What follows belongs to an exercise in optimizing a design on an open flow for small area; a production flow would make more cautious choices.
Where RTL was checked, it was by simulation tests only, not by an equivalence proof against the original.
The RTL of runs 2 to 5 was laid out without a check of its function.
Power figures rest on the tool's default switching activity, not on a simulated workload.

==> flow/design.v <==
module udma_i2c_bus_ctrl
(
    input  logic            clk_i,
    input  logic            rstn_i,
    input  logic            sw_rst_i,
    input  logic     [15:0] clk_cnt_i,
    input  logic     [ 2:0] cmd_i,
    input  logic            cmd_valid_i,
    output logic            cmd_ack_o,
    output logic            busy_o,
    output logic            al_o,
    input  logic            din_i,
    output logic            dout_o,
    input  logic            scl_i,
    output logic            scl_oe,
    input  logic            sda_i,
    output logic            sda_oe
);
    logic [ 1:0] r_sync_scl;
    logic [ 1:0] r_sync_sda;
    logic [ 2:0] r_filter_scl, r_filter_sda;
    logic        sSCL, sSDA;
    logic        dSCL, dSDA;
    logic        dscl_oe;
    logic        sda_chk;
    logic        clk_en;
    logic        slave_wait;
    logic [15:0] cnt;
    logic [13:0] r_filter_cnt;
    logic        scl_sync;
    logic        r_start;
    logic        r_stop;
    logic [ 2:0] r_type;
    logic [ 1:0] r_phase;
    logic        s_idle;
    logic        s_fz;
    assign s_idle    = (r_type == 3'd0);
    assign cmd_ack_o = s_idle & (r_phase == 2'd1);
    always_ff @(posedge clk_i, negedge rstn_i)
      if (!rstn_i)
        dscl_oe <= 1'b0;
      else
        dscl_oe <= scl_oe;
    always_ff @(posedge clk_i or negedge rstn_i)
      if (!rstn_i)
        slave_wait <= 1'b0;
      else if (sw_rst_i)
        slave_wait <= 1'b0;
      else
        slave_wait <= (~scl_oe & dscl_oe & ~sSCL) | (slave_wait & ~sSCL);
    assign scl_sync = dSCL & ~sSCL & ~scl_oe;
    always_ff @(posedge clk_i or negedge rstn_i)
      if (!rstn_i)
      begin
          cnt    <= 16'h0;
          clk_en <= 1'b1;
      end
      else if (sw_rst_i)
      begin
          cnt    <= 16'h0;
          clk_en <= 1'b1;
      end
      else if (~|cnt || scl_sync)
      begin
          cnt    <= clk_cnt_i;
          clk_en <= 1'b1;
      end
      else
      begin
          if (!slave_wait)
            cnt  <= cnt - 16'h1;
          clk_en <= 1'b0;
      end
    always_ff @(posedge clk_i or negedge rstn_i)
      if (!rstn_i)
      begin
          r_sync_scl <= 2'b00;
          r_sync_sda <= 2'b00;
      end
      else if (sw_rst_i)
      begin
          r_sync_scl <= 2'b00;
          r_sync_sda <= 2'b00;
      end
      else
      begin
          r_sync_scl <= {r_sync_scl[0],scl_i};
          r_sync_sda <= {r_sync_sda[0],sda_i};
      end
    assign s_fz = ~|r_filter_cnt;
    always_ff @(posedge clk_i or negedge rstn_i)
      if (!rstn_i)
        r_filter_cnt <= 14'h0;
      else if (sw_rst_i)
        r_filter_cnt <= 14'h0;
      else if (s_fz)
        r_filter_cnt <= clk_cnt_i[15:2];
      else
        r_filter_cnt <= r_filter_cnt - 14'h1;
    always_ff @(posedge clk_i or negedge rstn_i)
      if (!rstn_i)
      begin
          r_filter_scl <= 3'b111;
          r_filter_sda <= 3'b111;
      end
      else if (sw_rst_i)
      begin
          r_filter_scl <= 3'b111;
          r_filter_sda <= 3'b111;
      end
      else if (s_fz)
      begin
          r_filter_scl <= {r_filter_scl[1:0],r_sync_scl[1]};
          r_filter_sda <= {r_filter_sda[1:0],r_sync_sda[1]};
      end
    always_ff @(posedge clk_i or negedge rstn_i)
      if (!rstn_i)
      begin
          sSCL <= 1'b1;
          sSDA <= 1'b1;
          dSCL <= 1'b1;
          dSDA <= 1'b1;
      end
      else if (sw_rst_i)
      begin
          sSCL <= 1'b1;
          sSDA <= 1'b1;
          dSCL <= 1'b1;
          dSDA <= 1'b1;
      end
      else
      begin
          sSCL <= (r_filter_scl[2] & r_filter_scl[1]) | (r_filter_scl[1] & r_filter_scl[0]) | (r_filter_scl[2] & r_filter_scl[0]);
          sSDA <= (r_filter_sda[2] & r_filter_sda[1]) | (r_filter_sda[1] & r_filter_sda[0]) | (r_filter_sda[2] & r_filter_sda[0]);
          dSCL <= sSCL;
          dSDA <= sSDA;
      end
    always_ff @(posedge clk_i or negedge rstn_i)
      if (!rstn_i)
      begin
        r_start <= 1'b0;
        r_stop  <= 1'b0;
      end
      else if (sw_rst_i)
      begin
        r_start <= 1'b0;
        r_stop  <= 1'b0;
      end
      else
      begin
        r_start <= ~sSDA &  dSDA & sSCL;
        r_stop  <=  sSDA & ~dSDA & sSCL;
      end
    always_ff @(posedge clk_i or negedge rstn_i)
      if (!rstn_i)
        busy_o <= 1'b0;
      else if (sw_rst_i)
        busy_o <= 1'b0;
      else
        busy_o <= (r_start | busy_o) & ~r_stop;
    always_ff @(posedge clk_i or negedge rstn_i)
      if (!rstn_i)
        al_o <= 1'b0;
      else if (sw_rst_i)
        al_o <= 1'b0;
      else
        al_o <= (sda_chk & ~sSDA & ~sda_oe) |
                (~s_idle & (r_type != 3'b010) & r_stop);
    always_ff @(posedge clk_i, negedge rstn_i)
      if (!rstn_i)
        dout_o <= 1'b1;
      else if (sSCL & ~dSCL)
        dout_o <= sSDA;
    always_ff @(posedge clk_i or negedge rstn_i)
      if (!rstn_i)
      begin
          r_type  <= 3'd0;
          r_phase <= 2'd0;
          scl_oe  <= 1'b0;
          sda_oe  <= 1'b0;
          sda_chk <= 1'b0;
      end
      else if (al_o || sw_rst_i)
      begin
          r_type  <= 3'd0;
          r_phase <= 2'd0;
          scl_oe  <= 1'b0;
          sda_oe  <= 1'b0;
          sda_chk <= 1'b0;
      end
      else if (s_idle)
      begin
          if (cmd_valid_i)
            r_type <= cmd_i;
          r_phase <= 2'd0;
          sda_chk <= 1'b0;
      end
      else
      begin
          if (clk_en)
          begin
            if (r_phase == 2'd3)
            begin
              r_type  <= 3'd0;
              r_phase <= 2'd1;
            end
            else
              r_phase <= r_phase + 2'd1;
          end
          sda_chk <= 1'b0;
          case (r_type)
            3'b001:
            begin
              if (r_phase != 2'd0)
                scl_oe <= (r_phase == 2'd3);
              sda_oe <= r_phase[1];
            end
            3'b010:
            begin
              scl_oe <= (r_phase == 2'd0);
              sda_oe <= (r_phase != 2'd3);
            end
            3'b011:
            begin
              scl_oe  <= (r_phase == 2'd0) || (r_phase == 2'd3);
              sda_oe  <= ~din_i;
              sda_chk <= (r_phase == 2'd2);
            end
            3'b100:
            begin
              scl_oe <= (r_phase == 2'd0) || (r_phase == 2'd3);
              sda_oe <= 1'b0;
            end
            default:
            begin
              scl_oe <= 1'b0;
              sda_oe <= 1'b0;
            end
          endcase
      end
endmodule
module udma_i2c_control
(
	input  logic                      clk_i,
	input  logic                      rstn_i,
	input  logic                [3:0] ext_events_i,
	input  logic                [7:0] data_tx_i,
	input  logic                      data_tx_valid_i,
	output logic                      data_tx_ready_o,
	output logic                [7:0] data_rx_o,
	output logic                      data_rx_valid_o,
	input  logic                      data_rx_ready_i,
	input  logic                      sw_rst_i,
	output logic                      busy_o,
	output logic                      al_o,
	output logic                      eot_o,
	output logic                      ack_no,
	output logic                      err_o,
	input  logic                      scl_i,
	output logic                      scl_o,
	output logic                      scl_oe,
	input  logic                      sda_i,
	output logic                      sda_o,
	output logic                      sda_oe,
    input  logic [31:0] udma_cmd_i,
    input  logic udma_cmd_valid_i,
    output logic udma_cmd_ready_o
);
    typedef enum logic [3:0] {
        ST_WAIT_IN_CMD = 4'd0,
        ST_WAIT_EV     = 4'd1,
        ST_DONE_SS     = 4'd2,
        ST_DONE_WAIT   = 4'd3,
        ST_READ        = 4'd4,
        ST_WRITE       = 4'd5,
        ST_WRITE_BYTE  = 4'd6,
        ST_STORE_DATA  = 4'd7,
        ST_SKIP_CMD    = 4'd8,
        ST_GET_DATA    = 4'd9,
        ST_GET_WAIT    = 4'd10,
        ST_GET_RPT     = 4'd11,
        ST_GET_CFG     = 4'd12
    } state_t;
    state_t CS, NS;
    logic [15:0] r_arg;
    logic [15:0] r_rpt_num;
    logic [15:0] r_div_num;
    logic  [7:0] r_data;
    logic        r_busy;
    logic        r_al;
    logic        s_busy;
    logic        s_al;
    logic        s_done;
    logic        s_dout;
    logic        s_din;
    logic  [2:0] s_bus_cmd;
    logic        s_bus_cmd_valid;
    logic  [3:0] s_op;
    logic        s_take;
    logic        s_is_rd;
    logic        s_arg_load;
    logic        s_arg_dec;
    logic        s_arg_bits;
    logic        s_shift;
    logic        s_data_tx;
    logic        s_data_wrb;
    logic        s_rpt_load;
    logic        s_rpt_dec;
    logic        s_rpt_clr;
    logic        s_div_load;
    logic        s_bits_z;
    logic        s_bits_one;
    logic        s_wait_z;
    logic        s_rpt_z;
    logic        s_rpt_lo_z;
    logic        s_event;
    assign s_op    = udma_cmd_i[31:28];
    assign s_take  = udma_cmd_valid_i & (CS == ST_WAIT_IN_CMD);
    assign s_is_rd = (s_op == 4'b0100) | (s_op == 4'b0110);
    assign s_bits_z   = (r_arg[3:0] == 4'd0);
    assign s_bits_one = (r_arg[3:0] == 4'd1);
    assign s_wait_z   = s_bits_z & (r_arg[7:4] == 4'd0);
    assign s_rpt_lo_z = (r_rpt_num[7:0] == 8'd0);
    assign s_rpt_z    = s_rpt_lo_z & (r_rpt_num[15:8] == 8'd0);
    assign s_event = ext_events_i[r_arg[1:0]];
    assign busy_o = ~r_busy & s_busy;
    assign al_o   = ~r_al & s_al;
    assign err_o  = busy_o | al_o;
    assign ack_no = (CS == ST_WRITE) & s_done & s_bits_z & s_dout;
    assign data_rx_o       = r_data;
    assign data_rx_valid_o = sw_rst_i | (CS == ST_STORE_DATA);
    assign data_tx_ready_o = sw_rst_i | (CS == ST_GET_DATA) | (CS == ST_SKIP_CMD);
    assign udma_cmd_ready_o = (CS == ST_WAIT_IN_CMD);
    assign eot_o = s_take & (s_op == 4'b1001);
    assign scl_o = 1'b0;
    assign sda_o = 1'b0;
    assign s_din = (CS == ST_READ) ? r_arg[4] : r_data[7];
    udma_i2c_bus_ctrl bus_controller (
        .clk_i      ( clk_i           ),
        .rstn_i     ( rstn_i          ),
        .sw_rst_i   ( sw_rst_i        ),
        .clk_cnt_i  ( r_div_num       ),
        .cmd_i      ( s_bus_cmd       ),
        .cmd_valid_i( s_bus_cmd_valid ),
        .cmd_ack_o  ( s_done          ),
        .busy_o     ( s_busy          ),
        .al_o       ( s_al            ),
        .din_i      ( s_din           ),
        .dout_o     ( s_dout          ),
        .scl_i      ( scl_i           ),
        .scl_oe     ( scl_oe          ),
        .sda_i      ( sda_i           ),
        .sda_oe     ( sda_oe          )
    );
    always_comb
    begin
        NS              = CS;
        s_bus_cmd       = 3'b011;
        s_bus_cmd_valid = 1'b0;
        s_arg_load      = 1'b0;
        s_arg_dec       = 1'b0;
        s_arg_bits      = 1'b0;
        s_shift         = 1'b0;
        s_data_tx       = 1'b0;
        s_data_wrb      = 1'b0;
        s_rpt_load      = 1'b0;
        s_rpt_dec       = 1'b0;
        s_rpt_clr       = 1'b0;
        s_div_load      = 1'b0;
        case (CS)
            ST_WAIT_IN_CMD:
            begin
                if (udma_cmd_valid_i)
                begin
                    s_arg_load = 1'b1;
                    case (s_op)
                        4'b0000:
                        begin
                            s_bus_cmd       = 3'b001;
                            s_bus_cmd_valid = 1'b1;
                            NS = ST_DONE_SS;
                        end
                        4'b0010:
                        begin
                            s_bus_cmd       = 3'b010;
                            s_bus_cmd_valid = 1'b1;
                            NS = ST_DONE_SS;
                        end
                        4'b1010:    NS = ST_GET_WAIT;
                        4'b0001: NS = ST_WAIT_EV;
                        4'b0100, 4'b0110:
                        begin
                            s_bus_cmd       = 3'b100;
                            s_bus_cmd_valid = 1'b1;
                            NS = ST_READ;
                        end
                        4'b1000:      NS = ST_GET_DATA;
                        4'b0111:     NS = ST_WRITE_BYTE;
                        4'b1100:
                        begin
                            s_rpt_load = 1'b1;
                            NS = ST_GET_RPT;
                        end
                        4'b1110:     NS = ST_GET_CFG;
                        default:          ;
                    endcase
                end
            end
            ST_DONE_SS:
            begin
                if (s_done)
                    NS = ST_WAIT_IN_CMD;
            end
            ST_DONE_WAIT:
            begin
                if (s_done)
                begin
                    if (s_wait_z)
                        NS = ST_WAIT_IN_CMD;
                    else
                    begin
                        s_bus_cmd       = 3'b101;
                        s_bus_cmd_valid = 1'b1;
                        s_arg_dec       = 1'b1;
                    end
                end
            end
            ST_WAIT_EV:
            begin
                if (s_event)
                    NS = ST_WAIT_IN_CMD;
            end
            ST_READ:
            begin
                if (s_done)
                begin
                    if (s_bits_z)
                        NS = ST_STORE_DATA;
                    else
                    begin
                        s_bus_cmd       = s_bits_one ? 3'b011 : 3'b100;
                        s_bus_cmd_valid = 1'b1;
                        s_arg_dec       = 1'b1;
                        s_shift         = 1'b1;
                    end
                end
            end
            ST_STORE_DATA:
            begin
                if (data_rx_ready_i)
                begin
                    if (s_rpt_z)
                        NS = ST_WAIT_IN_CMD;
                    else
                    begin
                        s_bus_cmd       = 3'b100;
                        s_bus_cmd_valid = 1'b1;
                        s_arg_bits      = 1'b1;
                        s_rpt_dec       = 1'b1;
                        NS = ST_READ;
                    end
                end
            end
            ST_GET_DATA:
            begin
                if (data_tx_valid_i)
                begin
                    s_bus_cmd       = 3'b011;
                    s_bus_cmd_valid = 1'b1;
                    s_data_tx       = 1'b1;
                    s_arg_bits      = 1'b1;
                    NS = ST_WRITE;
                end
            end
            ST_SKIP_CMD:
            begin
                NS = ST_WAIT_IN_CMD;
            end
            ST_GET_RPT:
            begin
                if (s_rpt_lo_z)
                begin
                    s_rpt_clr = 1'b1;
                    NS = ST_SKIP_CMD;
                end
                else
                begin
                    s_rpt_dec = 1'b1;
                    NS = ST_WAIT_IN_CMD;
                end
            end
            ST_GET_CFG:
            begin
                s_div_load = 1'b1;
                NS = ST_WAIT_IN_CMD;
            end
            ST_GET_WAIT:
            begin
                s_bus_cmd       = 3'b101;
                s_bus_cmd_valid = 1'b1;
                NS = ST_DONE_WAIT;
            end
            ST_WRITE:
            begin
                if (s_done)
                begin
                    if (s_bits_z)
                    begin
                        if (s_rpt_z)
                            NS = ST_WAIT_IN_CMD;
                        else
                        begin
                            s_rpt_dec = 1'b1;
                            NS = ST_GET_DATA;
                        end
                    end
                    else
                    begin
                        s_bus_cmd       = s_bits_one ? 3'b100 : 3'b011;
                        s_bus_cmd_valid = 1'b1;
                        s_arg_dec       = 1'b1;
                        s_shift         = 1'b1;
                    end
                end
            end
            ST_WRITE_BYTE:
            begin
                s_bus_cmd       = 3'b011;
                s_bus_cmd_valid = 1'b1;
                s_data_wrb      = 1'b1;
                s_arg_bits      = 1'b1;
                NS = ST_WRITE;
            end
            default:
            begin
                NS = ST_WAIT_IN_CMD;
            end
        endcase
    end
    always_ff @(posedge clk_i)
    begin
        if (s_arg_load)
        begin
            r_arg[15:5] <= udma_cmd_i[15:5];
            r_arg[4]    <= s_is_rd ? udma_cmd_i[29] : udma_cmd_i[4];
            r_arg[3]    <= s_is_rd | udma_cmd_i[3];
            r_arg[2]    <= ~s_is_rd & udma_cmd_i[2];
            r_arg[1:0]  <= s_is_rd ? 2'b00 :
                           (s_op == 4'b0001) ? udma_cmd_i[25:24] : udma_cmd_i[1:0];
        end
        else if (s_arg_bits)
            r_arg[3:0] <= 4'd8;
        else if (s_arg_dec)
            r_arg[7:0] <= r_arg[7:0] - 8'd1;
    end
    always_ff @(posedge clk_i or negedge rstn_i)
    begin
        if (!rstn_i)
        begin
            CS        <= ST_WAIT_IN_CMD;
            r_rpt_num <= 16'h0;
            r_data    <= 8'h0;
            r_div_num <= 16'h100;
            r_busy    <= 1'b0;
            r_al      <= 1'b0;
        end
        else if (sw_rst_i)
        begin
            CS        <= ST_WAIT_IN_CMD;
            r_rpt_num <= 16'h0;
            r_data    <= 8'h0;
            r_div_num <= 16'h100;
            r_busy    <= 1'b0;
            r_al      <= 1'b0;
        end
        else
        begin
            CS     <= NS;
            r_busy <= s_busy;
            r_al   <= s_al;
            if (s_rpt_clr)
                r_rpt_num <= 16'h0;
            else if (s_rpt_load)
                r_rpt_num <= udma_cmd_i[15:0];
            else if (s_rpt_dec)
                r_rpt_num <= r_rpt_num - 16'h1;
            if (s_data_tx)
                r_data <= data_tx_i;
            else if (s_data_wrb)
                r_data <= r_arg[7:0];
            else if (s_shift)
                r_data <= {r_data[6:0], s_dout & (CS == ST_READ)};
            if (s_div_load)
                r_div_num <= r_arg;
        end
    end
endmodule
==> flow/run.sh <==
#!/bin/bash
# synth_recipe.tcl (not shown) runs the flow's synth.tcl, then flattens the netlist and writes it again
# the make line also repeats each setting of config.mk as NAME=value (left out here)
make -C /OpenROAD-flow-scripts/flow DESIGN_CONFIG=/design/flow/config.mk WORK_HOME=/design/flow/orfs CLKGATE_MAP_FILE= SYNTH_SCRIPT=/design/flow/synth_recipe.tcl finish
==> flow/config.mk <==
export PLATFORM = sky130hd
export DESIGN_NAME = udma_i2c_control
export DESIGN_NICKNAME = udma_i2c_control
export VERILOG_FILES = /design/flow/design.v
export SDC_FILE = /design/flow/constraint.sdc
export NUM_CORES = 4
export LEC_CHECK = 0
export CAP_MARGIN = 20
export CORE_MARGIN = 2
export CORE_UTILIZATION = 40
export SLEW_MARGIN = 20
==> flow/constraint.sdc <==
create_clock -name core_clock -period 5.0 [get_ports {clk_i}]
set_input_delay 1.0000 -clock core_clock [delete_from_list [all_inputs] [get_ports {clk_i}]]
set_output_delay 1.0000 -clock core_clock [all_outputs]
set_load 0.01 [all_outputs]
==> results of run 1 <==
state kept, by name, indices dropped and copies added, names as in the netlist, 4 cells and up:
signal,count
CS,4
r_div_num,16
r_rpt_num,16
bus_controller.cnt,16
r_data,8
bus_controller.r_filter_cnt,14
r_arg,16
synthesized netlist by cell type, drive strengths merged (3+ instances only):
cell type | number | area (um2)
nor2b | 15 | 93.8
nor4b | 5 | 43.8
or4 | 5 | 41.3
dfrtp | 93 | 2330
or2 | 5 | 31.3
edfxtp | 16 | 480
nand3 | 11 | 55.1
nor4 | 16 | 119
ha | 12 | 150
nand4b | 4 | 35.0
o21bai | 4 | 30.0
nand3b | 11 | 82.6
nor2 | 111 | 424
nand2 | 84 | 318
dfstp | 13 | 342
o21ai | 26 | 130
clkbuf | 32 | 170
nor3 | 25 | 130
or3 | 5 | 31.3
a31oi | 3 | 18.8
inv | 25 | 93.8
a22o | 3 | 26.3
a211oi | 23 | 203
a21oi | 61 | 305
nand4 | 3 | 18.8
buf | 14 | 100
xnor2 | 29 | 254
o31ai | 5 | 37.5
a311oi | 8 | 70.1
nor4bb | 6 | 60.1
nor3b | 6 | 50.1
xor2 | 14 | 123
nand2b | 7 | 43.8
o22ai | 5 | 31.3
mux2i | 10 | 100
where the power goes:
group          total (W)  internal, W  leakage, nW  switching [W]
registers        0.00153      0.00126         1.56       0.000270
clock network    0.00127     0.000847        0.290       0.000427
logic            0.00155     0.000663         1.49       0.000890
total            0.00436      0.00277         3.34        0.00159
kinds of logic after synthesis:
kind of cell               count (synthesis)  share of synthesized area
and+or+nand+nor                          328                      0.237
AOI/OAI and AO/OA                        167                      0.161
DFF                                      122                      0.451
buffers and inverters                     71                     0.0522
xor gates and xnor gates                  43                     0.0539
muxes                                     13                     0.0229
adders and majority gates                 12                     0.0215
other                                      1                   0.000537
area by class of cell:
type	count	area share
clock buffer	25	0.0564
clock inverter	7	0.0171
inverter	25	0.0114
multi-input combinational	565	0.423
sequential	122	0.382
tap	225	0.0341
timing repair buffer	65	0.0766
layer usage:
layer	up-vias	GRT usage	routed length, um
met5	-	0	0
met4	0	0.0828	478
met3	36	0.0347	745
met2	176	0.322	8330
met1	2734	0.267	7860
li1	2771	-	-
stage by stage:
step / setup WS, ns / cells / utilization
floorplan: 2.37 / 758 / -
global placement: 1.38 / 1001 / 0.444
detailed placement: 1.38 / 1001 / 0.444
CTS: 1.05 / 1033 / 0.480
global route: 0.838 / 1034 / 0.480
finish: 1.03 / 1034 / 0.480
cells in the final DEF, fill, tap and decap left out, drive strengths merged, types with 5 or more instances in the layout:
cell,instances
a211oi,23
dfrtp,93
nor2b,15
nor3,25
nand3b,11
xnor2,29
xor2,14
mux2i,10
nor2,111
o22ai,5
nor4,16
edfxtp,16
or2,5
a21oi,61
buf,8
nor3b,6
or3,5
nand2,84
o21ai,26
clkbuf,25
inv,25
dfstp,13
a311oi,8
nand3,11
clkdlybuf4s50,57
nor4b,5
o31ai,5
nor4bb,6
nand2b,7
ha,12
or4,5
worst max path at each step:
stage / slack, ns / to
6_report: 1.03 / eot_o
5_1_grt: 0.84 / eot_o
4_1_cts: 1.05 / eot_o
3_5_place_dp: 1.38 / eot_o
3_3_place_gp: 1.38 / eot_o
2_1_floorplan: 2.37 / data_tx_ready_o
==> impl_metrics.json, run 1 <==
{
  "fp.dieW_um": 136,
  "power_density_mw_per_mm2": 528,
  "crit_cells": 6,
  "ys_seq_area_frac": 0.451,
  "cp_top_family": "simple AND/OR/NAND/NOR gates",
  "nets": 860,
  "drt_wl_total_um": 17400,
  "cts.reportedPaths.clkPinSlew_ns": 0.06,
  "post_route_cells_drive_above_1_share": 0.0902,
  "fmax_mhz": 252,
  "synthArstFlopShare": 0.869,
  "grt_pass1_vias": 5665,
  "required_ns": 4.00,
  "drt-initial-drc-count": 401,
  "num_vias": 5717,
  "clock_latency_ns": 0.42,
  "area_growth_pct": 18.2,
  "boundaryPins": 72,
  "grt_max_degree": 56,
  "start_util": 0.406,
  "cts_setup_buffers": 0,
  "overflow": 0,
  "grt_use_total": 0.200,
  "seqCellArea_mm2": 0.00315,
  "place.gp.congestion": 0.891,
  "hold_ws_ns": 0.396,
  "hold_viol_final": 0,
  "crit_buf_inv": 2,
  "avgRoutedWirePerCell_um": 16.8,
  "status": "no timing/DRC/antenna violations",
  "max_slew_margin": 0.417,
  "synthCells": 757,
  "finalCriticalPeriod_ns": 3.97,
  "yosys_most_used_dff": "dfrtp_1",
  "via_per_inst": 5.53,
  "coreArea_mm2": 0.0172,
  "cts_buffers": 17,
  "detail-route-antenna-nets": 0,
  "reg2reg_to": "r_rpt_num[5]$_DFFE_PN0P_",
  "hold_class": "input port to asynchronous set/reset pin",
  "crit_type": "register to output port",
  "period_share": 0.795,
  "skew_ns": 0.0101,
  "io_buffers": 59,
  "first_pass_iters": 6,
  "startpoint": "CS[0]$_DFFE_PN0P_",
  "avgSynthCellArea_um2": 9.22,
  "route.detailed.drc": 0,
  "reg2reg_from": "CS[0]$_DFFE_PN0P_",
  "cp_max_fo": 20,
  "cp_slowest_stage_delay_ns": 0.61,
  "r2r_slack_ns": 1.90,
  "synth_seq_cells": 122,
  "cp-start-kind": "register",
  "leakagePower_nw": 3.34,
  "synth-edff-count": 16,
  "antenna_found_initial": 0,
  "fp-row-count": 48,
  "syn_area_mm2": 0.00698,
  "cts_tree": "yes",
  "tns_ns": 0,
  "die_area_mm2": 0.0185,
  "slew_violations": 0,
  "rsz0062_at_grt": "false",
  "cts_root_buf": "clkbuf_16",
  "ys_types": 80,
  "cts.sinks": 122,
  "path_cells": "nor2_1 -> nand2_2 -> inv_1 -> nand2_1 -> nor4_1 -> clkdlybuf4s50_1",
  "fin_total_pwr_w": 0.00436,
  "cp_slowest_cell": "dfrtp_1",
  "critPathArrivalTime_ns": 2.97,
  "dpl_cell_area_mm2": 0.00763,
  "stdcell_area_mm2": 0.00825,
  "fillers": 1620,
  "cp-end-kind": "output port",
  "cap_violations": 0,
  "diodes": 0,
  "dp_hpwl_um": 12300,
  "postCtsHoldBufs": 0,
  "multi_input_area_mm2": 0.00349,
  "ir_drop_uv": 260,
  "rr_worst_depth": 10,
  "fp.dieH_um": 136,
  "cts_resized": 0,
  "cts-htree-levels": 4,
  "clock_path_buffers": 2,
  "yosysWarnings": 2,
  "grt_pass1_wl_um": 29100,
  "setup-violations-final": 0,
  "worst_pin_slew_ns": 0.875
}
==> inputs of run 2 (changes only) <==
--- a/flow/design.v
+++ b/flow/design.v
@@ -10,4 +10,5 @@
     output logic            busy_o,
     output logic            al_o,
+    output logic            al_rise_o,
     input  logic            din_i,
     output logic            dout_o,
@@ -29,4 +30,5 @@
     logic [13:0] r_filter_cnt;
     logic        scl_sync;
+    logic        ddSDA;
     logic        r_start;
     logic        r_stop;
@@ -37,4 +39,5 @@
     assign s_idle    = (r_type == 3'd0);
     assign cmd_ack_o = s_idle & (r_phase == 2'd1);
+    assign al_rise_o = al_o & ~(s_idle & (r_phase == 2'd0));
     always_ff @(posedge clk_i, negedge rstn_i)
       if (!rstn_i)
@@ -68,6 +71,5 @@
       else
       begin
-          if (!slave_wait)
-            cnt  <= cnt - 16'h1;
+          cnt    <= cnt - {15'h0, ~slave_wait};
           clk_en <= 1'b0;
       end
@@ -117,15 +119,17 @@
       if (!rstn_i)
       begin
-          sSCL <= 1'b1;
-          sSDA <= 1'b1;
-          dSCL <= 1'b1;
-          dSDA <= 1'b1;
+          sSCL  <= 1'b1;
+          sSDA  <= 1'b1;
+          dSCL  <= 1'b1;
+          dSDA  <= 1'b1;
+          ddSDA <= 1'b1;
       end
       else if (sw_rst_i)
       begin
-          sSCL <= 1'b1;
-          sSDA <= 1'b1;
-          dSCL <= 1'b1;
-          dSDA <= 1'b1;
+          sSCL  <= 1'b1;
+          sSDA  <= 1'b1;
+          dSCL  <= 1'b1;
+          dSDA  <= 1'b1;
+          ddSDA <= 1'b1;
       end
       else
@@ -135,21 +139,8 @@
           dSCL <= sSCL;
           dSDA <= sSDA;
+          ddSDA <= dSDA;
       end
-    always_ff @(posedge clk_i or negedge rstn_i)
-      if (!rstn_i)
-      begin
-        r_start <= 1'b0;
-        r_stop  <= 1'b0;
-      end
-      else if (sw_rst_i)
-      begin
-        r_start <= 1'b0;
-        r_stop  <= 1'b0;
-      end
-      else
-      begin
-        r_start <= ~sSDA &  dSDA & sSCL;
-        r_stop  <=  sSDA & ~dSDA & sSCL;
-      end
+    assign r_start = ~dSDA &  ddSDA & dSCL;
+    assign r_stop  =  dSDA & ~ddSDA & dSCL;
     always_ff @(posedge clk_i or negedge rstn_i)
       if (!rstn_i)
@@ -288,7 +279,7 @@
     logic  [7:0] r_data;
     logic        r_busy;
-    logic        r_al;
     logic        s_busy;
     logic        s_al;
+    logic        s_al_rise;
     logic        s_done;
     logic        s_dout;
@@ -325,5 +316,5 @@
     assign s_event = ext_events_i[r_arg[1:0]];
     assign busy_o = ~r_busy & s_busy;
-    assign al_o   = ~r_al & s_al;
+    assign al_o   = s_al_rise;
     assign err_o  = busy_o | al_o;
     assign ack_no = (CS == ST_WRITE) & s_done & s_bits_z & s_dout;
@@ -346,4 +337,5 @@
         .busy_o     ( s_busy          ),
         .al_o       ( s_al            ),
+        .al_rise_o  ( s_al_rise       ),
         .din_i      ( s_din           ),
         .dout_o     ( s_dout          ),
@@ -551,6 +543,6 @@
         else if (s_arg_bits)
             r_arg[3:0] <= 4'd8;
-        else if (s_arg_dec)
-            r_arg[7:0] <= r_arg[7:0] - 8'd1;
+        else
+            r_arg[7:0] <= r_arg[7:0] - {7'd0, s_arg_dec};
     end
     always_ff @(posedge clk_i or negedge rstn_i)
@@ -563,5 +555,4 @@
             r_div_num <= 16'h100;
             r_busy    <= 1'b0;
-            r_al      <= 1'b0;
         end
         else if (sw_rst_i)
@@ -572,5 +563,4 @@
             r_div_num <= 16'h100;
             r_busy    <= 1'b0;
-            r_al      <= 1'b0;
         end
         else
@@ -578,11 +568,10 @@
             CS     <= NS;
             r_busy <= s_busy;
-            r_al   <= s_al;
             if (s_rpt_clr)
                 r_rpt_num <= 16'h0;
             else if (s_rpt_load)
                 r_rpt_num <= udma_cmd_i[15:0];
-            else if (s_rpt_dec)
-                r_rpt_num <= r_rpt_num - 16'h1;
+            else
+                r_rpt_num <= r_rpt_num - {15'h0, s_rpt_dec};
             if (s_data_tx)
                 r_data <= data_tx_i;
==> flow/flow/run.sh (new file) <==
#!/bin/bash
# Layout flow: the standard ORFS flow (standard.sh), with
#  - port buffers of the smallest buffer cell instead of clkdlybuf4s50_1,
#  - clock tree synthesis without dummy loads and with small clock buffers.
# Each tool's output goes to the ORFS logs under orfs/logs; make's own output
# goes to flow_make.log in this folder.
set -euo pipefail
export BUFFER_PORTS_ARGS="-buffer_cell sky130_fd_sc_hd__buf_1"
export CTS_ARGS="-sink_clustering_enable -repair_clock_nets -dont_use_dummy_load -buf_list sky130_fd_sc_hd__clkbuf_8"
bash standard.sh > flow_make.log 2>&1
==> flow/standard.sh (new file) <==
#!/bin/bash
# synth_recipe.tcl (not shown) runs the flow's synth.tcl, then flattens the netlist and writes it again
# the make line also repeats each setting of config.mk as NAME=value (left out here)
make -C /OpenROAD-flow-scripts/flow DESIGN_CONFIG=/design/flow/config.mk WORK_HOME=/design/flow/orfs CLKGATE_MAP_FILE= SYNTH_SCRIPT=/design/flow/synth_recipe.tcl "${@:-finish}"
removed: flow/run.sh
==> run 2 against run 1 <==
- critical endpoint unchanged
- largest power group is now sequential cells
- power down 24%
- highest routed layer unchanged
- clock-buffer cell count decreased by 8
- hold slack gained 0.052 ns
- synthesized cell count down 4.5%
- non-clock buffer count is 3 lower
- via count down 7.4%
- critical path type unchanged
- sequential cell count fell by 2
==> impl_metrics.json, run 2 <==
{
  "route.detailed.drc": 0,
  "path_cells": "nor2_2 -> nand2_1 -> inv_1 -> nand2_1 -> nor4_1 -> buf_1",
  "top_layer_used": "met4",
  "fmax_mhz": 274,
  "ys_top_cells_by_area": "dfrtp_1 34%, nor2_1 5.8%, dfstp_2 5.6%, edfxtp_1 5.5%, nand2_1 5.3%",
  "synthMuxAreaShare": 0.0432,
  "coreArea_mm2": 0.0160,
  "mostFrequentLayoutCells": "102 x nor2_1, 93 x nand2_1, 90 x dfrtp_1, 57 x buf_1, 40 x a21oi_1",
  "setup-violations-final": 0,
  "synth_top_family_by_area": "simple AND/OR/NAND/NOR gates",
  "met2_wirelength_um": 7530,
  "yosysTopAreaCellShare": 0.341,
  "cts_tree": "yes",
  "cp-end-kind": "output port",
  "synthCells": 723,
  "cp_slowest_cell": "dfrtp_1",
  "avgRoutedWirePerCell_um": 16.0,
  "ys_top_cells_by_count": "102 x nor2_1, 93 x nand2_1, 90 x dfrtp_1",
  "place.gp.congestion": 0.861,
  "syn_area_mm2": 0.00660,
  "synthArstFlopShare": 0.867,
  "synthAdderAreaFrac": 0.0247,
  "period_share": 0.731,
  "postCtsHoldBufs": 0,
  "finalCriticalPeriod_ns": 3.65,
  "start_util": 0.412,
  "ir_drop_uv": 208,
  "cts_setup_buffers": 0,
  "power_density_mw_per_mm2": 463,
  "antenna_found_initial": 0,
  "grt_pass1_wl_um": 26400,
  "fp.dieH_um": 132,
  "fp.dieW_um": 132,
  "leakagePower_nw": 2.99,
  "cts.reportedPaths.clkPinSlew_ns": 0.06,
  "first_pass_iters": 4,
  "dp_hpwl_um": 11100,
  "ys_seq_area_frac": 0.464,
  "grt_use_total": 0.188,
  "cap_violations": 0,
  "worst_pin_slew_ns": 1.02,
  "cp_max_fo": 26,
  "max_slew_margin": 0.318,
  "p_int_w": 0.00204,
  "tns_ns": 0,
  "synth_top_cell_by_area": "dfrtp_1",
  "synth_compound_area_frac": 0.145,
  "min_from": "bus_controller.scl_oe$_DFFE_PN0P_",
  "nets": 825,
  "power.share.clock": 0.188,
  "drt-met1-wl_um": 7190,
  "hold_viol_final": 0,
  "yosys_most_used_dff": "dfrtp_1",
  "wl_met3_um": 605,
  "grt_pass1_vias": 5281,
  "status": "no timing/DRC/antenna violations",
  "fin_total_pwr_w": 0.00332,
  "cts-htree-levels": 4,
  "drt-initial-drc-count": 310,
  "critPathArrivalTime_ns": 2.65,
  "area_growth_pct": 8.65,
  "swShare": 0.385,
  "clock_latency_ns": 0.44,
  "required_ns": 4.00,
  "startpoint": "CS[0]$_DFFE_PN0P_",
  "cts_root_buf": "clkbuf_8",
  "cp_top_family": "simple AND/OR/NAND/NOR gates",
  "final_common_cell": "nor2_1",
  "io_buffers": 59,
  "boundaryPins": 72,
  "cts_buffers": 17,
  "avgSynthCellArea_um2": 9.13,
  "die_area_mm2": 0.0175,
  "path_common_cell": "nand2_1",
  "detail-route-antenna-nets": 0,
  "skew_ns": 0.0188,
  "diodes": 0,
  "cp-start-kind": "register",
  "grt_max_degree": 71,
  "post_route_cells_drive_above_1_share": 0.0923,
  "synth_seq_cells": 120,
  "cts.sinks": 120,
  "synth-xor-area-share": 0.0544,
  "clock_path_buffers": 2,
  "num_vias": 5294,
  "synth-edff-count": 12,
  "p_switching_w": 0.00128,
  "drt_wl_total_um": 15600,
  "yosysWarnings": 2,
  "yosysMostFrequentCell": "nor2_1",
  "hold_class": "register to register",
  "fp-row-count": 46,
  "overflow": 0,
  "ys_types": 69,
  "seq_power_share": 0.444,
  "crit_buf_inv": 2,
  "rsz0062_at_grt": "false",
  "slew_violations": 0,
  "synth-simple-area-share": 0.224,
  "pwr-share-comb": 0.368,
  "cts_resized": 0,
  "reg2reg_from": "CS[3]$_DFFE_PN0P_",
  "crit_type": "register to output port",
  "cp_slowest_stage_delay_ns": 0.66,
  "via_per_inst": 5.44,
  "r2r_slack_ns": 1.55
}
[run 2: worst reg2reg max path, delay by kind of cell (launching register included)]
family / cells / cell delay, ns
fa+ha+maj: 2 / 0.44
flops: 1 / 0.59
compound gates: 3 / 0.66
simple gates: 5 / 1.50
xor+xnor: 1 / 0.15
[run 2: worst paths after layout]
| check | to | cells past startpoint |
|---|---|---|
| worst max register to register | r_rpt_num[10]$_DFF_PN0_ | 11 |
| worst min register to register | bus_controller.dscl_oe$_DFF_PN0_ | 0 |
| worst min-delay path | bus_controller.dscl_oe$_DFF_PN0_ | 0 |
| min in group asynchronous | bus_controller.r_sync_scl[0]$_DFF_PN0_ | 1 |
| max in group asynchronous | bus_controller.clk_en$_DFF_PN1_ | 2 |
| worst max-delay path | eot_o | 6 |
[run 2: per-stage QoR]
stage / hold slack (ns) / cell area, um2 / std cells / setup WS (ns) / util
global route: 0.468 / 7170 / 974 / 1.12 / 0.448
global placement: 0.451 / 6930 / 957 / 1.66 / 0.433
finish: 0.448 / 7170 / 974 / 1.35 / 0.448
CTS: 0.459 / 7170 / 974 / 1.34 / 0.448
floorplan: 0.439 / 6600 / 724 / 2.21 / -
detailed placement: 0.454 / 6930 / 957 / 1.58 / 0.433
[run 2: layout make-up]
cell class | instances | area, um2
tap | 216 | 270
multi-input combinational | 534 | 3260
inverter | 25 | 93.8
fill | 1611 | 8830
clock buffer | 17 | 234
sequential | 120 | 3060
timing repair buffer | 62 | 249
[run 2: per-layer routing]
metal  GRT usage  up-vias
met2       0.304      100
met1       0.248     2590
met3      0.0475       19
met4      0.0591        0
li1            -     2585
met5           0        -
[run 2: kinds of logic after synthesis]
group	count (synthesis)
mux	27
compound gates	142
simple gates	309
flops	120
buf+inv	70
xor+xnor	41
fa+ha+maj	13
other cells	1
[run 2: power groups by stage]
stage / sequential (W) / clock (W) / combinational [W]
3_3_place_gp: 0.00148 / 0 / 0.00118
4_1_cts: 0.00147 / 0.000644 / 0.00123
5_1_grt: 0.00151 / 0.000690 / 0.00137
6_report: 0.00147 / 0.000623 / 0.00122
3_5_place_dp: 0.00149 / 0 / 0.00121
2_1_floorplan: 0.00137 / 0 / 0.00106
==> inputs of run 3 (changes only) <==
--- a/flow/flow/run.sh
+++ b/flow/flow/run.sh
@@ -7,4 +7,4 @@
 set -euo pipefail
 export BUFFER_PORTS_ARGS="-buffer_cell sky130_fd_sc_hd__buf_1"
-export CTS_ARGS="-sink_clustering_enable -repair_clock_nets -dont_use_dummy_load -buf_list sky130_fd_sc_hd__clkbuf_8"
+export CTS_ARGS="-sink_clustering_enable -repair_clock_nets -dont_use_dummy_load -buf_list {sky130_fd_sc_hd__clkbuf_4 sky130_fd_sc_hd__clkbuf_8}"
 bash standard.sh > flow_make.log 2>&1
==> run 3 against run 2 <==
- global-route usage is the same
- die area stayed put
- area after synthesis is the same
- via count unchanged
- critical path depth unchanged
- routed wire length is the same
- critical path type unchanged
- largest power group unchanged
- highest routed layer unchanged
==> impl_metrics.json, run 3 <==
{
  "clock_latency_ns": 0.44,
  "drt-initial-drc-count": 310,
  "ys_seq_area_frac": 0.464,
  "rsz0062_at_grt": "false",
  "place.gp.congestion": 0.861,
  "swShare": 0.385,
  "status": "no timing/DRC/antenna violations",
  "ys_types": 69,
  "fin_util": 0.448,
  "required_ns": 4.00,
  "cp-start-kind": "register",
  "route.detailed.drc": 0,
  "syn_area_mm2": 0.00660,
  "area_growth_pct": 8.65,
  "coreArea_mm2": 0.0160,
  "mostFrequentLayoutCells": "102 x nor2_1, 93 x nand2_1, 90 x dfrtp_1, 57 x buf_1, 40 x a21oi_1",
  "cts_buffers": 17,
  "diodes": 0,
  "avgSynthCellArea_um2": 9.13,
  "crit_path_end": "eot_o",
  "synthArstFlopShare": 0.867,
  "cts_setup_buffers": 0,
  "via_per_inst": 5.44,
  "fp-row-count": 46,
  "hold_class": "register to register",
  "yosysTopAreaCellShare": 0.341,
  "cts.sinks": 120,
  "final_common_cell": "nor2_1",
  "r2r_slack_ns": 1.55,
  "power.share.clock": 0.188,
  "leakagePower_nw": 2.99,
  "seq_power_share": 0.444,
  "first_pass_iters": 4,
  "clock_path_buffers": 2,
  "cts.reportedPaths.clkPinSlew_ns": 0.06,
  "ys_top_cells_by_area": "dfrtp_1 34%, nor2_1 5.8%, dfstp_2 5.6%, edfxtp_1 5.5%, nand2_1 5.3%",
  "pwr-share-comb": 0.368,
  "synth_top_cell_by_area": "dfrtp_1",
  "postCtsHoldBufs": 0,
  "ir_drop_uv": 208,
  "start_util": 0.412,
  "cts_resized": 0,
  "grt_use_total": 0.188,
  "p_switching_w": 0.00128,
  "p_int_w": 0.00204,
  "reg2reg_from": "CS[3]$_DFFE_PN0P_",
  "io_buffers": 59,
  "fin_total_pwr_w": 0.00332,
  "startpoint": "CS[0]$_DFFE_PN0P_",
  "yosysMostFrequentCell": "nor2_1",
  "boundaryPins": 72,
  "cts_tree": "yes",
  "die_area_mm2": 0.0175,
  "crit_type": "register to output port",
  "cap_violations": 0,
  "drt_wl_total_um": 15600,
  "hold_ws_ns": 0.448,
  "fp.dieW_um": 132,
  "num_vias": 5294,
  "ys_top_cells_by_count": "102 x nor2_1, 93 x nand2_1, 90 x dfrtp_1",
  "reg2reg_to": "r_rpt_num[10]$_DFF_PN0_",
  "slew_violations": 0,
  "dp_hpwl_um": 11100,
  "antenna_found_initial": 0,
  "overflow": 0,
  "cts-htree-levels": 4,
  "synth_seq_cells": 120,
  "grt_max_degree": 71,
  "period_share": 0.731,
  "cts_root_buf": "clkbuf_8",
  "skew_ns": 0.0188,
  "cp_max_fo": 26,
  "nets": 825,
  "grt_pass1_wl_um": 26400,
  "yosysWarnings": 2,
  "post_route_cells_drive_above_1_share": 0.0923,
  "tns_ns": 0,
  "setup-violations-final": 0,
  "fp.dieH_um": 132,
  "synth-edff-count": 12,
  "finalCriticalPeriod_ns": 3.65,
  "critPathArrivalTime_ns": 2.65,
  "grt_pass1_vias": 5281,
  "fmax_mhz": 274,
  "hold_viol_final": 0,
  "min_from": "bus_controller.scl_oe$_DFFE_PN0P_",
  "rr_worst_depth": 11,
  "avgRoutedWirePerCell_um": 16.0,
  "yosys_most_used_dff": "dfrtp_1",
  "detail-route-antenna-nets": 0,
  "power_density_mw_per_mm2": 463,
  "max_slew_margin": 0.318,
  "cp-end-kind": "output port",
  "worst_pin_slew_ns": 1.02,
  "synthCells": 723
}
## run 3: kinds of logic (layout without fill, tap and decap cells)
group	count (synthesis)	in the layout	share of synthesized area
AOI/OAI and AO/OA	142	142	0.145
buffers and inverters	70	104	0.0444
and+or+nand+nor	309	309	0.224
DFF	120	120	0.464
other	1	2	0.000568
xor gates and xnor gates	41	41	0.0544
muxes	27	27	0.0432
adders and majority gates	13	13	0.0247
## run 3: metrics by stage
stage | worst slack [ns] | instances | cell area [um2]
2_1_floorplan | 2.21 | 724 | 6600
3_3_place_gp | 1.66 | 957 | 6930
3_5_place_dp | 1.58 | 957 | 6930
4_1_cts | 1.34 | 974 | 7170
5_1_grt | 1.12 | 974 | 7170
6_report | 1.35 | 974 | 7170
## run 3: worst min path at each step
stage               depth (start not counted)                                endpoint
floorplan                                   1  bus_controller.r_sync_scl[1]$_DFF_PN0_
finish                                      0        bus_controller.dscl_oe$_DFF_PN0_
detailed placement                          0        bus_controller.dscl_oe$_DFF_PN0_
global placement                            0        bus_controller.dscl_oe$_DFF_PN0_
CTS                                         0        bus_controller.dscl_oe$_DFF_PN0_
global route                                0        bus_controller.dscl_oe$_DFF_PN0_
## run 3: power by group through the flow
stage | Combinational, W | Clock [W] | Sequential, W
after detailed placement | 0.00121 | 0 | 0.00149
after global routing | 0.00137 | 0.000690 | 0.00151
after global placement | 0.00118 | 0 | 0.00148
after CTS | 0.00123 | 0.000644 | 0.00147
after floorplan | 0.00106 | 0 | 0.00137
final | 0.00122 | 0.000623 | 0.00147
## run 3: routing by layer
metal,routed length [um],vias to the layer above,GRT usage
li1,-,2585,-
met1,7190,2590,0.248
met2,7530,100,0.304
met3,605,19,0.0475
met4,230,0,0.0591
met5,0,-,0
## run 3: critical path, cell delays in order, from the launching register on
cell and delay [ns]:
dfrtp_1 0.66, nor2_2 0.45, nand2_1 0.16, inv_1 0.10
nand2_1 0.31, nor4_1 0.35, buf_1 0.18
## run 3: layout make-up
cell class	count	area, um2
timing repair buffer	62	249
tap	216	270
multi-input combinational	534	3260
fill	1611	8830
sequential	120	3060
inverter	25	93.8
clock buffer	17	234
==> inputs of run 4 (changes only) <==
--- a/flow/flow/run.sh
+++ b/flow/flow/run.sh
@@ -7,4 +7,4 @@
 set -euo pipefail
 export BUFFER_PORTS_ARGS="-buffer_cell sky130_fd_sc_hd__buf_1"
-export CTS_ARGS="-sink_clustering_enable -repair_clock_nets -dont_use_dummy_load -buf_list {sky130_fd_sc_hd__clkbuf_4 sky130_fd_sc_hd__clkbuf_8}"
+export CTS_ARGS="-sink_clustering_enable -repair_clock_nets -dont_use_dummy_load -buf_list sky130_fd_sc_hd__clkbuf_8 -sink_clustering_size 40 -sink_clustering_max_diameter 300"
 bash standard.sh > flow_make.log 2>&1
==> run 4 against run 3 <==
- clock power is essentially flat
- critical path depth is the same
- register-to-register slack is essentially flat
- still clean
- non-clock buffer count is the same
- sequential share of layout area is the same
- synthesized cell count is the same
- hold slack is the same
- largest power group unchanged
==> impl_metrics.json, run 4 <==
{
  "leakagePower_nw": 2.99,
  "grt_use_total": 0.188,
  "cp_top_family": "simple AND/OR/NAND/NOR gates",
  "drt_wl_total_um": 15600,
  "multi_input_area_mm2": 0.00326,
  "cp-start-kind": "register",
  "ys_top_cells_by_area": "dfrtp_1 34%, nor2_1 5.8%, dfstp_2 5.6%, edfxtp_1 5.5%, nand2_1 5.3%",
  "syn_area_mm2": 0.00660,
  "ir_drop_uv": 208,
  "fp.dieH_um": 132,
  "max_slew_margin": 0.318,
  "hold_class": "register to register",
  "synth_top_cell_by_area": "dfrtp_1",
  "antenna_found_initial": 0,
  "first_pass_iters": 4,
  "grt_max_degree": 71,
  "finalCriticalPeriod_ns": 3.65,
  "synth-edff-count": 12,
  "yosysTopAreaCellShare": 0.341,
  "slew_violations": 0,
  "setup-violations-final": 0,
  "cp_slowest_stage_delay_ns": 0.66,
  "post_route_cells_drive_above_1_share": 0.0923,
  "start_util": 0.412,
  "yosys_most_used_dff": "dfrtp_1",
  "cts_buffers": 17,
  "power_density_mw_per_mm2": 463,
  "avgSynthCellArea_um2": 9.13,
  "synthArstFlopShare": 0.867,
  "fin_total_pwr_w": 0.00332,
  "required_ns": 4.00,
  "grt_pass1_wl_um": 26400,
  "final_common_cell": "nor2_1",
  "fp.dieW_um": 132,
  "io_buffers": 59,
  "crit_buf_inv": 2,
  "tns_ns": 0,
  "dp_hpwl_um": 11100,
  "clock_path_buffers": 2,
  "die_area_mm2": 0.0175,
  "path_common_cell": "nand2_1",
  "postCtsHoldBufs": 0,
  "cts_tree": "yes",
  "cts_resized": 0,
  "cp_max_fo": 26,
  "fin_ws_ns": 1.35,
  "nets": 825,
  "yosysMostFrequentCell": "nor2_1",
  "hold_viol_final": 0,
  "status": "no timing/DRC/antenna violations",
  "boundaryPins": 72,
  "skew_ns": 0.0188,
  "rsz0062_at_grt": "false",
  "diodes": 0,
  "detail-route-antenna-nets": 0,
  "cp-end-kind": "output port",
  "route.detailed.drc": 0,
  "critPathArrivalTime_ns": 2.65,
  "place_worst_setup_slack_ns": 1.58,
  "cap_violations": 0,
  "fin_util": 0.448,
  "overflow": 0,
  "num_vias": 5294,
  "path_cells": "nor2_2 -> nand2_1 -> inv_1 -> nand2_1 -> nor4_1 -> buf_1",
  "cts_setup_buffers": 0,
  "fmax_mhz": 274,
  "ys_seq_area_frac": 0.464,
  "seqCellArea_mm2": 0.00306,
  "cts.sinks": 120,
  "area_growth_pct": 8.65,
  "final_cells": 974,
  "cts-htree-levels": 4,
  "grt_pass1_vias": 5281,
  "worst_pin_slew_ns": 1.02,
  "dp_cells": 957,
  "crit_type": "register to output port",
  "synth_seq_cells": 120,
  "avgRoutedWirePerCell_um": 16.0,
  "ys_types": 69,
  "cts.reportedPaths.clkPinSlew_ns": 0.06,
  "drt-initial-drc-count": 310,
  "fp-row-count": 46,
  "yosysWarnings": 2,
  "mostFrequentLayoutCells": "102 x nor2_1, 93 x nand2_1, 90 x dfrtp_1, 57 x buf_1, 40 x a21oi_1",
  "clock_latency_ns": 0.44,
  "ys_top_cells_by_count": "102 x nor2_1, 93 x nand2_1, 90 x dfrtp_1",
  "period_share": 0.731,
  "synthCells": 723,
  "fillers": 1611,
  "cp_slowest_cell": "dfrtp_1",
  "coreArea_mm2": 0.0160,
  "cts_root_buf": "clkbuf_8",
  "place.gp.congestion": 0.861,
  "via_per_inst": 5.44
}
-- run 4: cell counts in the layout (fill, tap and decap cells not counted) --
No cell type changed its count.
-- run 4: worst paths after layout --
path                                                        start                                      to  slack, ns  depth (start not counted)
worst max-delay path                            CS[0]$_DFFE_PN0P_                                   eot_o       1.35                          6
worst min-delay path            bus_controller.scl_oe$_DFFE_PN0P_        bus_controller.dscl_oe$_DFF_PN0_       0.45                          0
worst max register to register                  CS[3]$_DFFE_PN0P_                 r_rpt_num[10]$_DFF_PN0_       1.55                         11
worst min register to register  bus_controller.scl_oe$_DFFE_PN0P_        bus_controller.dscl_oe$_DFF_PN0_       0.45                          0
max in group asynchronous                                  rstn_i         bus_controller.clk_en$_DFF_PN1_       3.19                          2
min in group asynchronous                                  rstn_i  bus_controller.r_sync_scl[0]$_DFF_PN0_       0.74                          1
-- run 4: per-stage QoR --
stage          hold WS (ns)  area [um2]
3_5_place_dp          0.454        6930
2_1_floorplan         0.439        6600
3_3_place_gp          0.451        6930
4_1_cts               0.459        7170
5_1_grt               0.468        7170
6_report              0.448        7170
-- run 4: where the power goes --
| part | total [W] | switching (W) | leakage, nW | internal [W] |
|---|---|---|---|---|
| clock network | 0.000623 | 0.000325 | 0.122 | 0.000298 |
| logic | 0.00122 | 0.000697 | 1.34 | 0.000525 |
| registers | 0.00147 | 0.000256 | 1.53 | 0.00122 |
-- run 4: area by class of cell --
cell class / count / area share
clock buffer: 17 / 0.0326
inverter: 25 / 0.0131
multi-input combinational: 534 / 0.455
sequential: 120 / 0.427
tap: 216 / 0.0377
timing repair buffer: 62 / 0.0347
-- run 4: metal layers --
metal	wire, um	GRT usage
met3	605	0.0475
met5	0	0
met2	7530	0.304
met4	230	0.0591
met1	7190	0.248
-- run 4: cell families (layout without fill, tap and decap cells) --
kind of cell / after synthesis / count (layout) / synth area share
other: 1 / 2 / 0.000568
buffers and inverters: 70 / 104 / 0.0444
flip-flops: 120 / 120 / 0.464
XOR/XNOR: 41 / 41 / 0.0544
adder cells (fa/ha/maj): 13 / 13 / 0.0247
multiplexers: 27 / 27 / 0.0432
AND/OR/NAND/NOR: 309 / 309 / 0.224
AO/OA/AOI/OAI: 142 / 142 / 0.145
==> inputs of run 5 (changes only) <==
--- a/flow/flow/run.sh
+++ b/flow/flow/run.sh
@@ -7,4 +7,4 @@
 set -euo pipefail
 export BUFFER_PORTS_ARGS="-buffer_cell sky130_fd_sc_hd__buf_1"
-export CTS_ARGS="-sink_clustering_enable -repair_clock_nets -dont_use_dummy_load -buf_list sky130_fd_sc_hd__clkbuf_8 -sink_clustering_size 40 -sink_clustering_max_diameter 300"
+export CTS_ARGS="-sink_clustering_enable -repair_clock_nets -dont_use_dummy_load -buf_list sky130_fd_sc_hd__clkbuf_4 -root_buf sky130_fd_sc_hd__clkbuf_8 -sink_clustering_size 20 -sink_clustering_max_diameter 300"
 bash standard.sh > flow_make.log 2>&1
==> run 5 against run 4 <==
- area after synthesis is the same
- synthesized cell count is the same
- non-clock buffer count is the same
- critical path depth is the same
- highest routed layer unchanged
- via count grew 0.47%
- still clean on timing, DRC and antenna
- routed wire length grew 0.35%
- design area shrank 1.4%
- utilization shrank 0.63 points
==> impl_metrics.json, run 5 <==
{
  "status": "no timing/DRC/antenna violations",
  "post_route_cells_drive_above_1_share": 0.0923,
  "ir_drop_uv": 204,
  "route.detailed.drc": 0,
  "coreArea_mm2": 0.0160,
  "rsz0062_at_grt": "false",
  "synthMuxAreaShare": 0.0432,
  "cp_slowest_cell": "dfrtp_1",
  "clock_latency_ns": 0.41,
  "synthCells": 723,
  "cp-start-kind": "register",
  "synth_seq_cells": 120,
  "drt-initial-drc-count": 283,
  "boundaryPins": 72,
  "synthAdderAreaFrac": 0.0247,
  "fp.dieW_um": 132,
  "power_density_mw_per_mm2": 447,
  "synth_top_family_by_area": "simple AND/OR/NAND/NOR gates",
  "cts.reportedPaths.clkPinSlew_ns": 0.08,
  "cts_root_buf": "clkbuf_8",
  "crit_buf_inv": 2,
  "avgSynthCellArea_um2": 9.13,
  "synth-edff-count": 12,
  "clock_path_buffers": 2,
  "path_cells": "nor2_2 -> nand2_1 -> inv_1 -> nand2_1 -> nor4_1 -> buf_1",
  "via_per_inst": 5.46,
  "nets": 825,
  "area_growth_pct": 7.13,
  "skew_ns": 0.0299,
  "ys_seq_area_frac": 0.464,
  "slew_violations": 0,
  "num_vias": 5319,
  "crit_type": "register to output port",
  "hold_viol_final": 0,
  "postCtsHoldBufs": 0,
  "diodes": 0,
  "yosysWarnings": 2,
  "detail-route-antenna-nets": 0,
  "fp.dieH_um": 132,
  "antenna_found_initial": 0,
  "dp_hpwl_um": 11100,
  "cts_setup_buffers": 0,
  "cp_max_fo": 26,
  "cp_top_family": "simple AND/OR/NAND/NOR gates",
  "cap_violations": 0,
  "grt_max_degree": 71,
  "grt_pass1_vias": 5314,
  "fp-row-count": 46,
  "cts_tree": "yes",
  "avgRoutedWirePerCell_um": 16.0,
  "synthArstFlopShare": 0.867,
  "mostFrequentLayoutCells": "102 x nor2_1, 93 x nand2_1, 90 x dfrtp_1, 57 x buf_1, 40 x a21oi_1",
  "period_share": 0.726,
  "path_common_cell": "nand2_1",
  "place.gp.congestion": 0.861,
  "ys_top_cells_by_area": "dfrtp_1 34%, nor2_1 5.8%, dfstp_2 5.6%, edfxtp_1 5.5%, nand2_1 5.3%",
  "critPathArrivalTime_ns": 2.63,
  "overflow": 0,
  "synth_compound_area_frac": 0.145,
  "yosysTopAreaCellShare": 0.341,
  "ys_top_cells_by_count": "102 x nor2_1, 93 x nand2_1, 90 x dfrtp_1",
  "cts.sinks": 120,
  "synth_top_cell_by_area": "dfrtp_1",
  "leakagePower_nw": 2.95,
  "fmax_mhz": 275,
  "tns_ns": 0,
  "cts-htree-levels": 4,
  "first_pass_iters": 5,
  "cts_buffers": 17,
  "syn_area_mm2": 0.00660,
  "worst_pin_slew_ns": 1.03,
  "ys_types": 69,
  "setup-violations-final": 0,
  "finalCriticalPeriod_ns": 3.63,
  "yosysMostFrequentCell": "nor2_1",
  "synth-simple-area-share": 0.224,
  "io_buffers": 59,
  "max_slew_margin": 0.310,
  "cp-end-kind": "output port",
  "synth-xor-area-share": 0.0544,
  "final_common_cell": "nor2_1",
  "yosys_most_used_dff": "dfrtp_1",
  "cts_resized": 0,
  "start_util": 0.412,
  "required_ns": 4.00,
  "hold_ws_ns": 0.465,
  "die_area_mm2": 0.0175,
  "drt_wl_total_um": 15600,
  "grt_use_total": 0.185,
  "hold_class": "register to register",
  "grt_pass1_wl_um": 26200,
  "cp_slowest_stage_delay_ns": 0.68
}
run 5: power breakdown:
group	leakage, nW	switching, W	internal, W
clock network	0.0808	0.000304	0.000166
registers	1.53	0.000256	0.00122
logic	1.34	0.000696	0.000525
run 5: worst paths after layout:
check,startpoint,to,slack (ns),cells after the start
max,CS[0]$_DFFE_PN0P_,eot_o,1.37,6
min,bus_controller.scl_oe$_DFFE_PN0P_,bus_controller.dscl_oe$_DFF_PN0_,0.46,0
max reg2reg,CS[3]$_DFFE_PN0P_,r_rpt_num[10]$_DFF_PN0_,1.53,11
min reg2reg,bus_controller.scl_oe$_DFFE_PN0P_,bus_controller.dscl_oe$_DFF_PN0_,0.46,0
max in group asynchronous,rstn_i,bus_controller.clk_en$_DFF_PN1_,3.16,2
min in group asynchronous,rstn_i,bus_controller.r_sync_scl[0]$_DFF_PN0_,0.76,1
run 5: logic make-up after synthesis:
logic type,after synthesis
adders and majority gates,13
DFF,120
muxes,27
buffers and inverters,70
AOI/OAI and AO/OA,142
xor gates and xnor gates,41
and+or+nand+nor,309
other,1
run 5: metal layers:
layer / up-vias / wire [um] / GRT usage
li1: 2586 / - / -
met1: 2594 / 7210 / 0.246
met2: 125 / 7530 / 0.307
met3: 14 / 688 / 0.0398
met4: 0 / 179 / 0.0514
met5: - / 0 / 0
run 5: through the flow:
stage               instance area [um2]  cells  power, W  utilization  worst slack (ns)
CTS                                7070    974   0.00318        0.442              1.37
floorplan                          6600    724   0.00242            -              2.21
detailed placement                 6930    957   0.00270        0.433              1.58
finish                             7070    974   0.00316        0.442              1.37
global placement                   6930    957   0.00266        0.433              1.66
global route                       7070    974   0.00341        0.442              1.14
run 5: final cells by class:
cell class / instances / area [um2]
well taps: 216 / 270
repair buffers: 62 / 249
multi-input cells: 534 / 3260
clock buffers: 17 / 134
inverters: 25 / 93.8
flip-flops and latches: 120 / 3060
fillers: 1618 / 8930
run 5: worst register-to-register path, cell delays in order (launching register included):
cell      delay, ns
dfrtp_1        0.61
nand2b_1       0.42
nor2_1         0.45
nand4_1        0.22
a21oi_1        0.25
a41o_1         0.14
ha_1           0.23
ha_1           0.21
nand2_1        0.10
or3_1          0.33
xor2_1         0.15
a211oi_1       0.26
==> inputs of run 6 (changes only) <==
--- a/flow/design.v
+++ b/flow/design.v
@@ -290,5 +290,4 @@
     logic        s_take;
     logic        s_is_rd;
-    logic        s_arg_load;
     logic        s_arg_dec;
     logic        s_arg_bits;
@@ -350,5 +349,4 @@
         s_bus_cmd       = 3'b011;
         s_bus_cmd_valid = 1'b0;
-        s_arg_load      = 1'b0;
         s_arg_dec       = 1'b0;
         s_arg_bits      = 1'b0;
@@ -365,5 +363,4 @@
                 if (udma_cmd_valid_i)
                 begin
-                    s_arg_load = 1'b1;
                     case (s_op)
                         4'b0000:
@@ -531,8 +528,10 @@
     end
     always_ff @(posedge clk_i)
+        r_arg[15:8] <= udma_cmd_i[15:8];
+    always_ff @(posedge clk_i)
     begin
-        if (s_arg_load)
+        if (CS == ST_WAIT_IN_CMD)
         begin
-            r_arg[15:5] <= udma_cmd_i[15:5];
+            r_arg[7:5]  <= udma_cmd_i[7:5];
             r_arg[4]    <= s_is_rd ? udma_cmd_i[29] : udma_cmd_i[4];
             r_arg[3]    <= s_is_rd | udma_cmd_i[3];
--- a/flow/config.mk
+++ b/flow/config.mk
@@ -8,4 +8,4 @@
 export CAP_MARGIN = 20
 export CORE_MARGIN = 2
-export CORE_UTILIZATION = 40
+export CORE_UTILIZATION = 65
 export SLEW_MARGIN = 20
==> run 6 against run 5 <==
- still clean
- via count increased by 1.6%
- setup slack improved by 0.21 ns
- non-clock buffer count increased by 4
- clock power decreased by 2%
- die area decreased by 38%
- sequential cell count unchanged
- global-route usage increased by 11 points
- power decreased by 3.3%
- area after synthesis decreased by 1.2%
- first-iteration DRC count increased by 35%
- fmax increased by 6.2%
- highest routed layer unchanged
==> impl_metrics.json, run 6 <==
{
  "route.detailed.drc": 0,
  "ys_types": 61,
  "yosys_most_used_dff": "dfrtp_1",
  "cts.sinks": 120,
  "startpoint": "CS[2]$_DFFE_PN0P_",
  "critPathArrivalTime_ns": 3.70,
  "ys_seq_area_frac": 0.457,
  "overflow": 0,
  "boundaryPins": 72,
  "cp-start-kind": "register",
  "cts_resized": 0,
  "post_route_cells_drive_above_1_share": 0.0843,
  "cts.reportedPaths.clkPinSlew_ns": 0.09,
  "clock_path_buffers": 2,
  "ir_drop_uv": 255,
  "antenna_found_initial": 0,
  "place.gp.congestion": 0.936,
  "via_per_inst": 6.06,
  "cp_slowest_stage_delay_ns": 0.80,
  "rr_worst_depth": 11,
  "cts_tree": "yes",
  "num_vias": 5406,
  "fin_total_pwr_w": 0.00306,
  "fp.dieH_um": 104,
  "yosysWarnings": 2,
  "ys_top_cells_by_area": "dfrtp_1 35%, dfstp_2 5.6%, nor2_1 5.4%, a211oi_1 4.8%, nand2_1 4.6%",
  "first_pass_iters": 5,
  "reg2reg_from": "CS[2]$_DFFE_PN0P_",
  "yosysTopAreaCellShare": 0.345,
  "avgRoutedWirePerCell_um": 16.7,
  "fmax_mhz": 292,
  "leakagePower_nw": 2.93,
  "cp_slowest_cell": "dfrtp_1",
  "synthCells": 719,
  "die_area_mm2": 0.0108,
  "met2_usage": 0.457,
  "cp_top_family": "simple AND/OR/NAND/NOR gates",
  "hold_class": "register to register",
  "setup-violations-final": 0,
  "status": "no timing/DRC/antenna violations",
  "reg2reg_to": "r_rpt_num[10]$_DFF_PN0_",
  "fp.dieW_um": 104,
  "io_buffers": 59,
  "crit_buf_inv": 0,
  "path_cells": "nand2b_1 -> nor2_1 -> o311a_4 -> a31oi_1 -> nand2_1 -> ha_1 -> ha_1 -> nand2_1 -> or3_2 -> xor2_1 -> a211oi_1",
  "fp-row-count": 36,
  "cts-htree-levels": 4,
  "max_slew_margin": 0.336,
  "holdPathStages": 2,
  "cts_buffers": 17,
  "cts_root_buf": "clkbuf_8",
  "detail-route-antenna-nets": 0,
  "r2r_slack_ns": 1.58,
  "dp_hpwl_um": 10800,
  "crit_cells": 11,
  "rsz0062_at_grt": "false",
  "hold_viol_final": 0,
  "diodes": 0,
  "cap_violations": 0,
  "coreArea_mm2": 0.00977,
  "area_growth_pct": 6.45,
  "slew_violations": 0,
  "use_met1": 0.388,
  "synth_seq_cells": 120,
  "grt_busiest_layer": "met2",
  "nets": 826,
  "clock_latency_ns": 0.42,
  "ys_top_cells_by_count": "93 x nor2_1, 90 x dfrtp_1, 80 x nand2_1",
  "grt_max_degree": 71,
  "skew_ns": 0.0349,
  "syn_area_mm2": 0.00652,
  "synth_top_cell_by_area": "dfrtp_1",
  "drt-initial-drc-count": 381,
  "cts_setup_buffers": 0,
  "tns_ns": 0,
  "cp_max_fo": 21,
  "grt_use_met3": 0.0739,
  "synth-edff-count": 4,
  "yosysMostFrequentCell": "nor2_1",
  "avgSynthCellArea_um2": 9.07,
  "worst_pin_slew_ns": 0.997,
  "grt_pass1_wl_um": 25000,
  "finalCriticalPeriod_ns": 3.42,
  "crit_path_end": "r_rpt_num[10]$_DFF_PN0_",
  "fillers": 771,
  "cp-end-kind": "register",
  "start_util": 0.667,
  "crit_type": "register to register",
  "power_density_mw_per_mm2": 441,
  "synthArstFlopShare": 0.867,
  "required_ns": 5.28,
  "period_share": 0.684,
  "final_common_cell": "nor2_1",
  "mostFrequentLayoutCells": "93 x nor2_1, 90 x dfrtp_1, 80 x nand2_1, 57 x buf_1, 42 x a211oi_1",
  "drt_wl_total_um": 14900,
  "hold_ws_ns": 0.423,
  "postCtsHoldBufs": 0,
  "grt_pass1_vias": 5151,
  "grt_use_total": 0.290
}
[run 6: logic make-up (layout without fill, tap and decap cells)]
group | Yosys count | after routing | synth area share
AOI/OAI and AO/OA | 146 | 146 | 0.156
and+or+nand+nor | 307 | 307 | 0.226
DFF | 120 | 120 | 0.457
xor gates and xnor gates | 41 | 41 | 0.0551
other | 1 | 2 | 0.000575
muxes | 26 | 26 | 0.0422
adders and majority gates | 13 | 13 | 0.0249
buffers and inverters | 65 | 104 | 0.0386
[run 6: per-layer routing]
layer	routed length (um)	vias to the layer above
li1	-	2608
met1	6600	2588
met2	7040	179
met3	926	31
met4	367	0
met5	0	-
[run 6: per-stage QoR]
stage | utilization | cells | cell area [um2] | worst slack, ns
after global routing | 0.710 | 892 | 6940 | 1.38
after floorplan | - | 720 | 6520 | 2.13
after detailed placement | 0.696 | 875 | 6810 | 1.64
after global placement | 0.696 | 875 | 6810 | 1.72
after CTS | 0.710 | 892 | 6940 | 1.62
final | 0.710 | 892 | 6940 | 1.58
[run 6: final cells by class]
type / instances / area (um2) / share of cell area
flip-flops and latches: 120 / 2980 / 0.429
multi-input cells: 535 / 3300 / 0.476
well taps: 133 / 166 / 0.0240
repair buffers: 66 / 279 / 0.0402
clock buffers: 17 / 134 / 0.0193
inverters: 21 / 78.8 / 0.0114
[run 6: report_power, final]
| group | total (W) | switching, W | internal, W | leakage [nW] |
|---|---|---|---|---|
| Sequential | 0.00141 | 0.000250 | 0.00116 | 1.52 |
| Clock | 0.000461 | 0.000294 | 0.000166 | 0.0808 |
| Combinational | 0.00119 | 0.000674 | 0.000514 | 1.33 |
[run 6: worst min-delay path by stage]
| stage | from | end | slack (ns) |
|---|---|---|---|
| CTS | r_arg[8]$_DFF_P_ | r_div_num[8]$_DFFE_PN1P_ | 0.43 |
| global route | r_arg[8]$_DFF_P_ | r_div_num[8]$_DFFE_PN1P_ | 0.45 |
| finish | r_arg[8]$_DFF_P_ | r_div_num[8]$_DFFE_PN1P_ | 0.42 |
| global placement | r_arg[8]$_DFF_P_ | r_div_num[8]$_DFFE_PN1P_ | 0.41 |
| detailed placement | r_arg[8]$_DFF_P_ | r_div_num[8]$_DFFE_PN1P_ | 0.42 |
| floorplan | r_arg[8]$_DFF_P_ | r_div_num[8]$_DFFE_PN1P_ | 0.40 |
[run 6: worst register-to-register path, stage by stage (launching register included)]
cell      delay (ns)
dfrtp_1         0.80
nand2b_1        0.34
nor2_1          0.32
o311a_4         0.29
a31oi_1         0.05
nand2_1         0.10
ha_1            0.24
ha_1            0.20
nand2_1         0.10
or3_2           0.44
xor2_1          0.16
a211oi_1        0.28

static timing again, ports no longer ideal:
The flow's constraints put no driver on any port. The routed layouts listed below were extracted and timed again, unchanged, in two steps.
Step 1, drivers: a clkbuf_16 drives clk_i and a buf_2 each remaining input, both assumed.
Step 2 times the ports against the registers' clock, not the clock port: input delays grow and output delays shrink by t, the midpoint of the rising clock arrivals with the driver on.
a / b / c = no drivers / after step 1 / after step 2; a / b = the first two.
run	t (ns)	setup slack, ns	worst setup path after step 2
run 1	0.456	1.025 / 0.985 / 1.336	input to output
run 2	0.471	1.346 / 1.309 / 1.548	register to register
run 3	0.471	1.346 / 1.309 / 1.548	register to register
run 4	0.471	1.346 / 1.309 / 1.548	register to register
run 5	0.436	1.368 / 1.332 / 1.530	register to register
run 6	0.441	1.580 / 1.580 / 1.580	register to register
After both steps every run listed still meets setup and hold.
